Background: an optimization exercise with open tools, aiming at small area, a short achievable clock period and few clock cycles. Do not read the settings as production practice.
The RTL was checked by simulation tests, not by an equivalence proof against the original design.
Power figures rest on the tool's default switching activity, not on a simulated workload.

== job 8234 ==
Design fullyconnect_4, start of the top module:
module fullyconnect_4(
	input logic 				  Clk, Reset, start,
	input logic signed [31:0] curdata,
	input logic signed [31:0] curweight,
	input logic signed [31:0] curbias,
	output logic 		 [13:0] data_addr,
	output logic 		 [13:0] weight_addr,
	output logic 		 [9:0]  bias_addr,
	output logic 		 [13:0] temp_addr,
	output logic signed[31:0] temp_data,
	output logic     			  temp_wren,
	output logic 				  ready
);
clock: 10.0 ns
lec_check: 0
cap_margin: 20
core_margin: 2
core_utilization: 40
place_density: 0.6
slew_margin: 20
standard.sh (not shown) runs the stock make flow with config.mk's settings and CLKGATE_MAP_FILE= SYNTH_SCRIPT=/design/flow/synth_recipe.tcl, a recipe that flattens the netlist after the stock synthesis.
==> flow/flow/run.sh <==
#!/bin/bash
# Layout flow: the standard ORFS flow (standard.sh) with these changes:
#  - synthesis runs the standard script with yosys's early generic ABC pass
#    skipped (synth -noabc), so that extract_fa sees the adders as written;
#  - timing repair (floorplan, CTS, global route) aims for SETUP_MARGIN ns of
#    setup slack beyond the design's clock period;
#  - every port still gets a buffer, but a plain buffer cell (PORT_BUF) rather
#    than the delay cell buffer_ports picks by default; repair may upsize it;
#  - clock tree synthesis runs with ORFS's arguments plus CTS_EXTRA.
# Every tool's output stays in ORFS's logs under orfs/logs; make's output is
# in standard.log.
set -euo pipefail
SETUP_MARGIN=7.0
PORT_BUF=sky130_fd_sc_hd__buf_1
CTS_EXTRA="-dont_use_dummy_load -sink_clustering_size 28 -sink_clustering_max_diameter 120"
sed 's/yosys synth -nofsm -noshare /yosys synth -nofsm -noshare -noabc /' synth_recipe.tcl > synth_recipe_noabc.tcl
grep -q -- '-noabc' synth_recipe_noabc.tcl
bash standard.sh SYNTH_SCRIPT=$PWD/synth_recipe_noabc.tcl SETUP_SLACK_MARGIN=$SETUP_MARGIN \
  "BUFFER_PORTS_ARGS=-buffer_cell $PORT_BUF" \
  "CTS_ARGS=-sink_clustering_enable -repair_clock_nets $CTS_EXTRA" \
  finish > standard.log 2>&1
Job 8234 was carried through to the last stage, and its layout satisfied the timing, DRC and antenna checks.
Testbench counts of job 8234, summed over its fixed seeds: cycles 69,240.
--- input diff job 8234..job 1263 ---
-- flow/flow/run.sh --
<<< job 8234, line 14
PORT_BUF=sky130_fd_sc_hd__buf_1
CTS_EXTRA="-dont_use_dummy_load -sink_clustering_size 28 -sink_clustering_max_diameter 120"
sed 's/yosys synth -nofsm -noshare /yosys synth -nofsm -noshare -noabc /' synth_recipe.tcl > synth_recipe_noabc.tcl
>>> job 1263, line 14
PORT_BUF=sky130_fd_sc_hd__buf_1
CTS_EXTRA="-dont_use_dummy_load -buf_list sky130_fd_sc_hd__clkbuf_8"
sed 's/yosys synth -nofsm -noshare /yosys synth -nofsm -noshare -noabc /' synth_recipe.tcl > synth_recipe_noabc.tcl
### Flow results
Job 8234 tops out at a higher clock frequency than job 1263. The run with more routed wire is job 1263, not job 8234. Job 1263 ended up with a lower proportion of cell area occupied by multi-input gates than job 8234 did. Job 1263 ends up with higher hold slack than job 8234 does. Going from job 8234 to job 1263, sequential power comparable, cell count increased 68, wire length per cell held, area growth from synthesis to layout went up 1.7 points. Relative to job 8234, fraction of area in registers has gone down in job 1263. Lower fraction of power consumed by sequential logic among job 1263 and job 8234: job 1263. In the flow results for job 1263 and job 8234, the headroom to the max-slew limit is larger on job 1263.
> inputs changed (job 1263 -> job 8388)
==> flow/flow/run.sh <==
#!/bin/bash
# Layout flow: the standard ORFS flow (standard.sh) with these changes:
#  - synthesis runs the standard script with yosys's early generic ABC pass
#    skipped (synth -noabc), so that extract_fa sees the adders as written;
#  - timing repair (floorplan, CTS, global route) aims for SETUP_MARGIN ns of
#    setup slack beyond the design's clock period;
#  - every port still gets a buffer, but a plain buffer cell (PORT_BUF) rather
#    than the delay cell buffer_ports picks by default; repair may upsize it.
# Every tool's output stays in ORFS's logs under orfs/logs; make's output is
# in standard.log.
set -euo pipefail
SETUP_MARGIN=7.3
PORT_BUF=sky130_fd_sc_hd__buf_1
sed 's/yosys synth -nofsm -noshare /yosys synth -nofsm -noshare -noabc /' synth_recipe.tcl > synth_recipe_noabc.tcl
grep -q -- '-noabc' synth_recipe_noabc.tcl
bash standard.sh SYNTH_SCRIPT=$PWD/synth_recipe_noabc.tcl SETUP_SLACK_MARGIN=$SETUP_MARGIN \
  "BUFFER_PORTS_ARGS=-buffer_cell $PORT_BUF" finish > standard.log 2>&1
==> summary.txt <==
Job 8388 | stages: all done | timing, DRC, antenna: all pass
Comparing maximum frequency for job 1263 and job 8388, the bigger number came from job 8388.
Looking at net switching power of the design, job 8388 sits about 8% above job 1263.
Job 8388 gives more global-route total usage across every layer than job 1263 did.
Normalized max-slew margin, job 1263 and job 8388: larger value in job 1263
--- input diff job 8388..job 3667 ---
==> flow/flow/run.sh <==
#!/bin/bash
# Layout flow: the standard ORFS flow (standard.sh) with these changes:
#  - synthesis runs the standard script with yosys's early generic ABC pass
#    skipped (synth -noabc), so that extract_fa sees the adders as written;
#  - timing repair (floorplan, CTS, global route) aims for SETUP_MARGIN ns of
#    setup slack beyond the design's clock period;
#  - every port still gets a buffer, but a plain buffer cell (PORT_BUF) rather
#    than the delay cell buffer_ports picks by default; repair may upsize it;
#  - clock tree synthesis runs with ORFS's arguments plus CTS_EXTRA.
# Every tool's output stays in ORFS's logs under orfs/logs; make's output is
# in standard.log.
set -euo pipefail
SETUP_MARGIN=7.0
PORT_BUF=sky130_fd_sc_hd__buf_1
CTS_EXTRA="-dont_use_dummy_load -sink_clustering_size 24 -sink_clustering_max_diameter 100"
sed 's/yosys synth -nofsm -noshare /yosys synth -nofsm -noshare -noabc /' synth_recipe.tcl > synth_recipe_noabc.tcl
grep -q -- '-noabc' synth_recipe_noabc.tcl
bash standard.sh SYNTH_SCRIPT=$PWD/synth_recipe_noabc.tcl SETUP_SLACK_MARGIN=$SETUP_MARGIN \
  "BUFFER_PORTS_ARGS=-buffer_cell $PORT_BUF" \
  "CTS_ARGS=-sink_clustering_enable -repair_clock_nets $CTS_EXTRA" \
  finish > standard.log 2>&1
## What came out
Delta (job 3667 minus job 8388): layout buffering overhead excluding clock cells now sits lower; final critical path time including I/O delays and setup now sits lower. Relative to job 8388, the number of instances resized during post-cts repair measured on job 3667 has decreased by more than a quarter. Leakage power figure: job 3667 < job 8388. For the share of the final layout cell area in sequential cells, job 3667 came in 2.9 points higher than job 8388 did. Relative to job 8388, global-route track usage on met3 decreased by 3.4 points in job 3667.

job 101:
Another version of the RTL of fullyconnect_4 (not shown whole).
Size: about 3000 cells after synthesis.
Settings: LEC_CHECK=0, CAP_MARGIN=20, CORE_MARGIN=2, CORE_UTILIZATION=40, PLACE_DENSITY=0.6, SLEW_MARGIN=20; clock period 10.0 ns.
==> flow/flow/run.sh <==
#!/bin/bash
# Layout flow: the standard ORFS flow (standard.sh) with these changes:
#  - synthesis runs the standard script with yosys's early generic ABC pass
#    skipped (synth -noabc), so that extract_fa sees the adders as written;
#  - timing repair (floorplan, CTS, global route) aims for SETUP_MARGIN ns of
#    setup slack beyond the design's clock period;
#  - every port still gets a buffer, but a plain buffer cell (PORT_BUF) rather
#    than the delay cell buffer_ports picks by default; repair may upsize it;
#  - clock tree synthesis runs with ORFS's arguments plus CTS_EXTRA.
# Every tool's output stays in ORFS's logs under orfs/logs; make's output is
# in standard.log.
set -euo pipefail
SETUP_MARGIN=7.1
PORT_BUF=sky130_fd_sc_hd__buf_1
CTS_EXTRA="-dont_use_dummy_load -sink_clustering_size 24 -sink_clustering_max_diameter 100"
sed 's/yosys synth -nofsm -noshare /yosys synth -nofsm -noshare -noabc /' synth_recipe.tcl > synth_recipe_noabc.tcl
grep -q -- '-noabc' synth_recipe_noabc.tcl
bash standard.sh SYNTH_SCRIPT=$PWD/synth_recipe_noabc.tcl SETUP_SLACK_MARGIN=$SETUP_MARGIN \
  "BUFFER_PORTS_ARGS=-buffer_cell $PORT_BUF" \
  "CTS_ARGS=-sink_clustering_enable -repair_clock_nets $CTS_EXTRA" \
  finish > standard.log 2>&1
Testbench counts of job 101, summed over its fixed seeds: cycles 69,240.
What job 102 does differently from job 101 at the input level:
diff --git a/flow/flow/run.sh b/flow/flow/run.sh
--- a/flow/flow/run.sh
+++ b/flow/flow/run.sh
@@ -9 +9,2 @@
-#  - clock tree synthesis runs with ORFS's arguments plus CTS_EXTRA.
+#  - clock tree synthesis runs with ORFS's arguments plus CTS_EXTRA;
+#  - the core is sized for CORE_UTIL percent utilisation, placed at PLACE_DENSITY.
@@ -13 +14 @@
-SETUP_MARGIN=7.1
+SETUP_MARGIN=7.0
@@ -14,0 +16,2 @@
+CORE_UTIL=65
+PLACE_DENSITY=0.75
@@ -21 +24 @@
-  finish > standard.log 2>&1
+  CORE_UTILIZATION=$CORE_UTIL PLACE_DENSITY=$PLACE_DENSITY finish > standard.log 2>&1
==> summary.txt <==
Job 102 went all the way through the flow, and no timing, DRC or antenna check failed. Diff job 101..job 102 | post-detailed-route DRC marker count | unchanged. Going from job 101 to job 102, number of inserted diodes grows by 2. The per-cell via count in the routed design in job 102 was higher than what job 101 gave. Against job 101, job 102 comes in about 0.8% lower on reported combinational group power. Compared with job 101, in job 102 detailed route wirelength on metal2 rose by 3.8%, count of clock-buffer cells in the layout -3.8%, routed wire length up 0.58%. Lower cell area power density among job 102 and job 101: job 101. Job 102 gives more minimum clock period after layout than job 101 did. Met2 global-route usage: higher on job 102.
diff inputs: job 102 => job 103
diff --git a/flow/flow/run.sh b/flow/flow/run.sh
--- a/flow/flow/run.sh
+++ b/flow/flow/run.sh
@@ -9,2 +9 @@
-#  - clock tree synthesis runs with ORFS's arguments plus CTS_EXTRA;
-#  - the core is sized for CORE_UTIL percent utilisation, placed at PLACE_DENSITY.
+#  - clock tree synthesis runs with ORFS's arguments plus CTS_EXTRA.
@@ -16,2 +14,0 @@
-CORE_UTIL=65
-PLACE_DENSITY=0.75
@@ -24 +21 @@
-  CORE_UTILIZATION=$CORE_UTIL PLACE_DENSITY=$PLACE_DENSITY finish > standard.log 2>&1
+  finish > standard.log 2>&1
## What came out
Job 103 | stages: all done | timing, DRC, antenna: all pass
Final period demand of the worst path was higher in the run labelled job 102.
Lower cell area after layout goes to job 102 over job 103.
As far as TritonCTS buffer count goes, job 102 and job 103 are indistinguishable; the numbers are identical.
Compared with job 102, in job 103 final weighted congestion in routability-driven placement lower; wire length lower; worst setup slack higher; number of standard cells in the layout, taps in and fillers out higher.
Slew at the pin closest to its max-slew limit was higher in job 102 than in job 103.
Going from job 102 to job 103, the number of buffers inserted by post-CTS setup repair was found to have gone down by 13%.
For area of the multi-input gates, job 102 and job 103 come out practically identical.
Looking at via count of the first global-routing pass, job 103 sits below job 102.

-- static timing again, ports no longer ideal --
No port has a modelled driver above. Below, the same layouts with a new extraction and two added sets of constraints. Step 1 (the two cells are an assumption about what drives the block):
set clk [get_ports {Clk}]
set_driving_cell -lib_cell sky130_fd_sc_hd__clkbuf_16 $clk
set_driving_cell -lib_cell sky130_fd_sc_hd__buf_2 [delete_from_list [all_inputs] $clk]
Step 2 moves the port delays by t, midway between the first and last clock arrival at a register: inputs arrive t later, outputs are due t later. That takes back most of the time a late clock gives input paths. Slacks: ideal ports / drivers / drivers and shift; pairs: ideal ports / drivers.
run | shift t [ns] | setup WS [ns] | cell pins on the clock port's net
job 8234 | 0.633 | 6.935 / 6.867 / 6.723 | 1
job 1263 | 0.703 | 6.863 / 6.795 / 6.748 | 1
job 8388 | 0.690 | 6.900 / 6.833 / 7.021 | 1
job 3667 | 0.649 | 6.939 / 6.871 / 6.720 | 1
job 101 | 0.628 | 6.924 / 6.861 / 6.936 | 1
job 102 | 0.635 | 6.908 / 6.845 / 6.757 | 1
job 103 | 0.633 | 6.927 / 6.863 / 6.901 | 1
After both steps every run listed still meets setup and hold. The setup slack of job 3667, which loses most, moves by -0.068 ns with the drivers and by -0.219 ns with both steps.
